Background: an optimization exercise with open tools, aiming at small area. Do not read the settings as production practice.
Only simulation tests tie the RTL to the original design; equivalence was not proved.
Power is estimated from default activity; no workload was simulated.

<file path="config.mk">
export PLATFORM = sky130hd
export DESIGN_NAME = Decoder
export DESIGN_NICKNAME = Decoder
export VERILOG_FILES = /design/flow/design.v
export SDC_FILE = /design/flow/constraint.sdc
export NUM_CORES = 4
export LEC_CHECK = 0
export CAP_MARGIN = 20
export CORE_MARGIN = 2
export CORE_UTILIZATION = 65
export SLEW_MARGIN = 20
</file>
<file path="constraint.sdc">
create_clock -name core_clock -period 10.0 [get_ports {Clk}]
set_input_delay 2.0000 -clock core_clock [delete_from_list [all_inputs] [get_ports {Clk}]]
set_output_delay 2.0000 -clock core_clock [all_outputs]
set_load 0.01 [all_outputs]
</file>
<file path="design.v">
`timescale 1ns / 1ps
module Decoder(input Clk,
               input rst,
               input High,
               input Low,
               output reg [31:0] Out,
               output reg valid,
               input speed
    );
reg [1:0] High_reg;
reg [1:0] Low_reg;
reg decode_h, decode_l;
reg [8:0] high_cnt, low_cnt;
reg [2:0] flg_h, flg_l;
reg m1_h, m0_h, m1_l, m0_l;
reg [31:0] out_r;
reg dis_reg;
reg [5:0] cnt_v;
reg flg;
reg [3:0] cnt_v_h, cnt_v_l;
function [8:0] nx9(input [8:0] s);
  nx9 = {s[7:0], s[8] ^ s[4] ^ (s[7:0] == 8'd0)};
endfunction
function [5:0] nx6(input [5:0] s);
  nx6 = {s[4:0], s[5] ^ s[4] ^ (s[4:0] == 5'd0)};
endfunction
function [3:0] nx4(input [3:0] s);
  nx4 = {s[2:0], s[3] ^ s[2] ^ (s[2:0] == 3'd0)};
endfunction
function [2:0] nx3(input [2:0] s);
  nx3 = {s[1:0], s[2] ^ s[1] ^ (s[1:0] == 2'd0)};
endfunction
localparam [8:0] C37 = 9'b011000011, C38 = 9'b110000110, C317 = 9'b101110101;
localparam [5:0] C32 = 6'b100100;
localparam [3:0] C4 = 4'b1001;
always @(posedge Clk) begin
  High_reg <= {High_reg[0], High};
  Low_reg  <= {Low_reg[0], Low};
end
wire cv32 = (cnt_v == C32);
wire h_e37 = (high_cnt == C37), h_e38 = (high_cnt == C38), h_e317 = (high_cnt == C317);
wire l_e37 = (low_cnt == C37),  l_e38 = (low_cnt == C38),  l_e317 = (low_cnt == C317);
wire h_f0 = (flg_h == 3'b000), h_f2 = (flg_h == 3'b010), h_f6 = (flg_h == 3'b110);
wire l_f0 = (flg_l == 3'b000), l_f2 = (flg_l == 3'b010), l_f6 = (flg_l == 3'b110);
wire h_hitG = speed ? h_e37 : h_e317;
wire l_hitG = speed ? l_e37 : l_e317;
wire h_hitD = speed ? (h_f0 ? h_e37 : h_e38) : h_e317;
wire l_hitD = speed ? (l_f0 ? l_e37 : l_e38) : l_e317;
wire h_act = decode_h | cv32;
wire l_act = decode_l | cv32;
wire h_inc = (decode_h & h_hitD) | (cv32 & h_hitG);
wire l_inc = (decode_l & l_hitD) | (cv32 & l_hitG);
wire h_clr = cv32 ? (h_hitG & ~h_f2) : (decode_h & h_hitD);
wire l_clr = cv32 ? (l_hitG & ~l_f2) : (decode_l & l_hitD);
wire h_shift = h_inc & ~h_f2;
wire l_shift = l_inc & ~l_f2;
wire h_end = h_act & h_f6;
wire l_end = l_act & l_f6;
wire acc_h = decode_h & h_f6 & m1_h;
wire acc_l = decode_l & l_f6 & m1_l;
wire gap_h = cv32 & h_f6 & m0_h;
wire gap_l = cv32 & l_f6 & m0_l;
wire acc = acc_h | acc_l;
wire both4 = (cnt_v_h == C4) & (cnt_v_l == C4);
always @(posedge Clk) begin
  if (h_shift) begin
    m1_h <= (flg_h[2] | flg_h[1]) ? (m1_h & ~High) : (h_f0 ? High : (m1_h & High));
    m0_h <= ~High & (h_f0 | m0_h);
  end
  if (l_shift) begin
    m1_l <= (flg_l[2] | flg_l[1]) ? (m1_l & ~Low) : (l_f0 ? Low : (m1_l & Low));
    m0_l <= ~Low & (l_f0 | m0_l);
  end
  if (acc & ~rst)
    out_r <= {~acc_l, out_r[31:1]};
  if (valid & ~rst)
    Out <= out_r;
end
always @(posedge Clk) begin
  if (rst) begin
    valid <= 1'b0;
    decode_h <= 1'b0;
    decode_l <= 1'b0;
    high_cnt <= 9'd0;
    low_cnt <= 9'd0;
    flg_h <= 3'd0;
    flg_l <= 3'd0;
    dis_reg <= 1'b0;
    cnt_v <= 6'd0;
    flg <= 1'b0;
    cnt_v_h <= 4'd0;
    cnt_v_l <= 4'd0;
  end else begin
    valid <= flg;
    flg <= ~valid & (flg | both4);
    if (h_end) decode_h <= 1'b0;
    else if (~dis_reg & ~High_reg[1] & High_reg[0]) decode_h <= 1'b1;
    if (l_end) decode_l <= 1'b0;
    else if (~dis_reg & ~Low_reg[1] & Low_reg[0]) decode_l <= 1'b1;
    if (decode_l) dis_reg <= ~l_f6;
    else if (decode_h) dis_reg <= ~h_f6;
    if (h_clr) high_cnt <= 9'd0;
    else if (h_act) high_cnt <= nx9(high_cnt);
    if (l_clr) low_cnt <= 9'd0;
    else if (l_act) low_cnt <= nx9(low_cnt);
    if (h_end) flg_h <= 3'd0;
    else if (h_inc) flg_h <= nx3(flg_h);
    if (l_end) flg_l <= 3'd0;
    else if (l_inc) flg_l <= nx3(flg_l);
    if (both4) begin
      cnt_v <= 6'd0;
      cnt_v_h <= 4'd0;
      cnt_v_l <= 4'd0;
    end else begin
      if (acc) cnt_v <= nx6(cnt_v);
      if (gap_h) cnt_v_h <= nx4(cnt_v_h);
      if (gap_l) cnt_v_l <= nx4(cnt_v_l);
    end
  end
end
endmodule
</file>
<file path="flow/run.sh">
#!/bin/bash
# Layout flow: the standard.sh (standard synthesis, standard ORFS steps) with these changes:
#  - after the standard synthesis, the combinational logic is re-mapped for area with ABC
#    (flip-flop instances, their names and cell types are kept exactly as synthesised);
#  - port buffers use the smallest buffer cell;
#  - CTS inserts no dummy loads and uses clkbuf_4 buffers.
# Each tool's output goes to a log file in the work folder.
set -euo pipefail
W=$(pwd)
CTS="-sink_clustering_enable -repair_clock_nets -dont_use_dummy_load -buf_list sky130_fd_sc_hd__clkbuf_4 -sink_clustering_size 20 -sink_clustering_max_diameter 60"
ARGS=("BUFFER_PORTS_ARGS=-buffer_cell sky130_fd_sc_hd__buf_1" "CTS_ARGS=$CTS")
bash standard.sh "${ARGS[@]}" synth > synth.log 2>&1
R=$W/orfs/results/${FLOW_PLATFORM}/Decoder/base
cp $R/1_2_yosys.v $W/standard_netlist.v
REMAP_LIB=$FLOW_HOME/platforms/sky130hd/lib/sky130_fd_sc_hd__tt_025C_1v80.lib \
REMAP_IN=$W/standard_netlist.v REMAP_OUT=$W/remapped.v REMAP_SCRIPT=$W/flow/area.abc \
REMAP_TOP=$FLOW_TOP REMAP_DONT_USE="sky130_fd_sc_hd__lpflow_* sky130_fd_sc_hd__probe*" \
REMAP_STAT=$W/remap_stat.txt yosys -c $W/flow/remap.tcl > remap.log 2>&1
cp $W/remapped.v $R/1_2_yosys.v
rm -f $R/1_synth.odb
bash standard.sh "${ARGS[@]}" finish > flow.log 2>&1
</file>
<file path="flow/area.abc">
strash
dch -f
amap
topo
</file>
<file path="flow/remap.tcl">
# Re-map the combinational logic of the standard synthesis netlist for area.
# Registers (flip-flop cell instances) are kept as they are, with their names.
yosys -import
set lib $::env(REMAP_LIB)
set in $::env(REMAP_IN)
set out $::env(REMAP_OUT)
set script $::env(REMAP_SCRIPT)
read_liberty -ignore_miss_func $lib
read_verilog $in
hierarchy -top $::env(REMAP_TOP)
set ffs {}
foreach m [split [string trim [exec grep -o {sky130_fd_sc_hd__[a-z0-9_]*} $in | sort -u]] "\n"] {
  if {[regexp {__(e?df|sdf|dl|sedf|dfb|dfr|dfs)} $m]} { lappend ffs $m }
}
puts "keeping: $ffs"
foreach m $ffs { setattr -mod -set keep_hierarchy 1 $m }
flatten
opt_clean -purge
set du {}
foreach c $::env(REMAP_DONT_USE) { lappend du -dont_use $c }
abc -liberty $lib -script $script {*}$du
opt_clean -purge
setundef -zero
splitnets
opt_clean -purge
hilomap -singleton -hicell sky130_fd_sc_hd__conb_1 HI -locell sky130_fd_sc_hd__conb_1 LO
insbuf -buf sky130_fd_sc_hd__buf_4 A X
foreach m $ffs { blackbox $m }
tee -o $::env(REMAP_STAT) stat -liberty $lib
write_verilog -noattr -nohex -nodec -selected $out
</file>
<file path="standard.sh">
#!/bin/bash
# synth_recipe.tcl (not shown) runs the flow's synth.tcl, then flattens the netlist and writes it again
# the make line also repeats each setting of config.mk as NAME=value (left out here)
make -C /OpenROAD-flow-scripts/flow DESIGN_CONFIG=/design/flow/config.mk WORK_HOME=/design/flow/orfs CLKGATE_MAP_FILE= SYNTH_SCRIPT=/design/flow/synth_recipe.tcl "${@:-finish}"
</file>
==> results.txt <==
==> metal layers <==
layer | up-vias | share of wire, % | GRT usage (%)
met5 | - | 0 | 0
met4 | 0 | 2.5 | 10.6
met3 | 20 | 6.0 | 6.23
met2 | 88 | 45 | 29.4
met1 | 1226 | 47 | 25.5
li1 | 1339 | - | -
==> per-stage QoR <==
step	area [sq um]	total power, mW	worst slack, ns
2_1_floorplan	4120	0.532	6.12
3_3_place_gp	4380	0.538	6.29
3_5_place_dp	4380	0.539	6.22
4_1_cts	4510	0.740	6.68
5_1_grt	4510	0.764	6.45
6_report	4510	0.735	6.65
==> cell usage in the layout (no fill, tap or decap) <==
| cell type | instances |
|---|---|
| clkbuf_4 | 17 |
| nand2_1 | 21 |
| nor2b_1 | 2 |
| a32o_1 | 9 |
| edfxtp_1 | 68 |
| o21bai_1 | 1 |
| o221a_1 | 12 |
| o21a_1 | 1 |
| o21ai_0 | 9 |
| clkinv_1 | 31 |
| or3_1 | 2 |
| nor2_2 | 1 |
| a211oi_1 | 3 |
| nor2_1 | 62 |
| nor4_1 | 2 |
| o211ai_1 | 1 |
| buf_1 | 37 |
| or4_1 | 1 |
| or4b_1 | 1 |
| nor3_1 | 11 |
| a31o_1 | 1 |
| a21oi_1 | 12 |
| or2_0 | 1 |
| nand4_1 | 2 |
| dfxtp_1 | 47 |
| buf_4 | 3 |
| a31oi_1 | 6 |
| a221oi_1 | 2 |
| nand3_1 | 9 |
| nor2b_2 | 1 |
| o22a_1 | 2 |
| a22oi_1 | 3 |
| o22ai_1 | 7 |
==> worst max-delay path: stages <==
cell and delay (ns):
buf_1 0.07, clkinv_1 0.11, nor3_1 0.15, nand3_1 0.13, nor4_1 0.33, nand2_1 0.10, a31oi_1 0.21, a211oi_1 0.10
buf_4 0.22, a32o_1 0.28
==> report_power, final <==
group	switching (mW)	internal, mW
clock network	0.130	0.0775
registers	0.00546	0.501
logic	0.0134	0.00833
total	0.148	0.587
==> cell type report <==
class	count	area [sq um]
clock buffers	17	128
fillers	396	1520
inverters	31	116
multi-input cells	185	1020
flip-flops and latches	115	2980
well taps	75	93.8
repair buffers	40	161
==> path summary, 6_finish.rpt <==
| path | end | slack (ns) | depth (start not counted) |
|---|---|---|---|
| min | High_reg[1]$_DFF_P_ | 0.35 | 0 |
| min reg2reg | High_reg[1]$_DFF_P_ | 0.35 | 0 |
| max | low_cnt[5]$_SDFFE_PP0P_ | 6.65 | 10 |
| max reg2reg | out_r[16]$_DFFE_PP_ | 7.17 | 8 |
==> metrics.yaml <==
initial_core_util_pct: 68.3
worst-path-max-fanout: 18
finalHoldViolations: 0
wl_per_cell_microns: 14.1
clk_pin_slew_ns: 0.06
grt_max_degree: 33
setup_viol: 0
clk_latency_ns: 0.50
cts_max_level: 4
slew_violations: 0
via_count: 2673
die-area_sq_mm: 0.00699
grt_usage_pct: 19.5
max-clock-path-buffers: 2
worst_pin_slew_ns: 1.00
nets: 395
cts_setup_buffers: 0
globalplace.congestion: 0.876
grt_pass1_vias: 2403
setup_tns_ns: 0
diodes: 0
rsz0062_at_grt: "false"
postSynthCellCount: 331
antenna_found_initial: 0
dp_cells: 446
fmax_mhz: 299
drt_drc_violations_left: 0
antenna_left: 0
final_core_util_pct: 74.8
cts_sinks: 115
cts-resized-gates: 0
yosys_warnings: 1
reg.largest.list: "Out x32, out_r x32"
slew_headroom_pct: 32.9
min_period_over_period_pct: 33.5
avgSynthCellArea_sq_um: 12.4
final_layout_size_suffix_gt1_share_pct: 5.67
critical_path.startpoint: "speed"
skew_ns: 0.0540
cp_data_arrival_time_ns: 3.69
dp_hpwl_mm: 4.48
routed_wl_mm: 6.52
post-route-min-period_ns: 3.35
worstReg2RegStart: "flg_h[1]$_SDFFE_PP0P_"
syn_nets: 336
cap_violations: 0
dieWidth_microns: 83.6
firstDrtPassIters: 5
critPathLaunchType: "primary input"
critical_path_class: "in -> reg"
area_growth_pct: 9.42
cp.required_ns: 10.35
hold_class: "reg -> reg"
coreArea_sq_mm: 0.00603
fp-row-count: 28
grt_first_pass_wirelength_mm: 10.7
outcome: "finished clean"
finalNonFillerCells: 463
cp-end-kind: "flip-flop"
cts_tree: "yes"
grt_overflow: 0
powerDensity_mw_per_mm2: 163
root_buffer: "clkbuf_4"
hold_buffers: 0
dr.first_iter.drc_count: 173
min_from: "High_reg[0]$_DFF_P_"
max-vdd-ir-drop_v: 0.0000948
synth_area_sq_mm: 0.00412
p_leak_nw: 1.44
hold_slack_ns: 0.354
io_buffers: 37
io-pin-count: 38
cts_made_buffers: 17
dieHeight_microns: 83.6
via_per_inst: 5.77

static timing again, ports no longer ideal:
The results above use ideal ports. As a check the final layout listed here was re-extracted and re-timed, cells and wires unchanged. Step 1: set_driving_cell puts a clkbuf_16 on Clk and a buf_2 on each other input, an assumption about the parent block. Step 2 moves the port delays by t, midway between the first and last clock arrival at a register: inputs arrive t later, outputs are due t later. That takes back most of the time a late clock gives input paths. a / b / c = ideal ports / drivers / drivers and shift; a / b = the first two.
t, ns: 0.504
slack for setup (ns): 6.653 / 6.658 / 6.154
hold slack, ns: 0.354 / 0.354 / 0.354
latest minus earliest clock arrival (ns): 0.054 / 0.054
worst register clock-pin slew, ns: 0.12 / 0.12
After both steps this run still meets setup and hold. For this run, drivers alone change the setup slack by +0.005 ns; drivers and shift together by -0.499 ns.
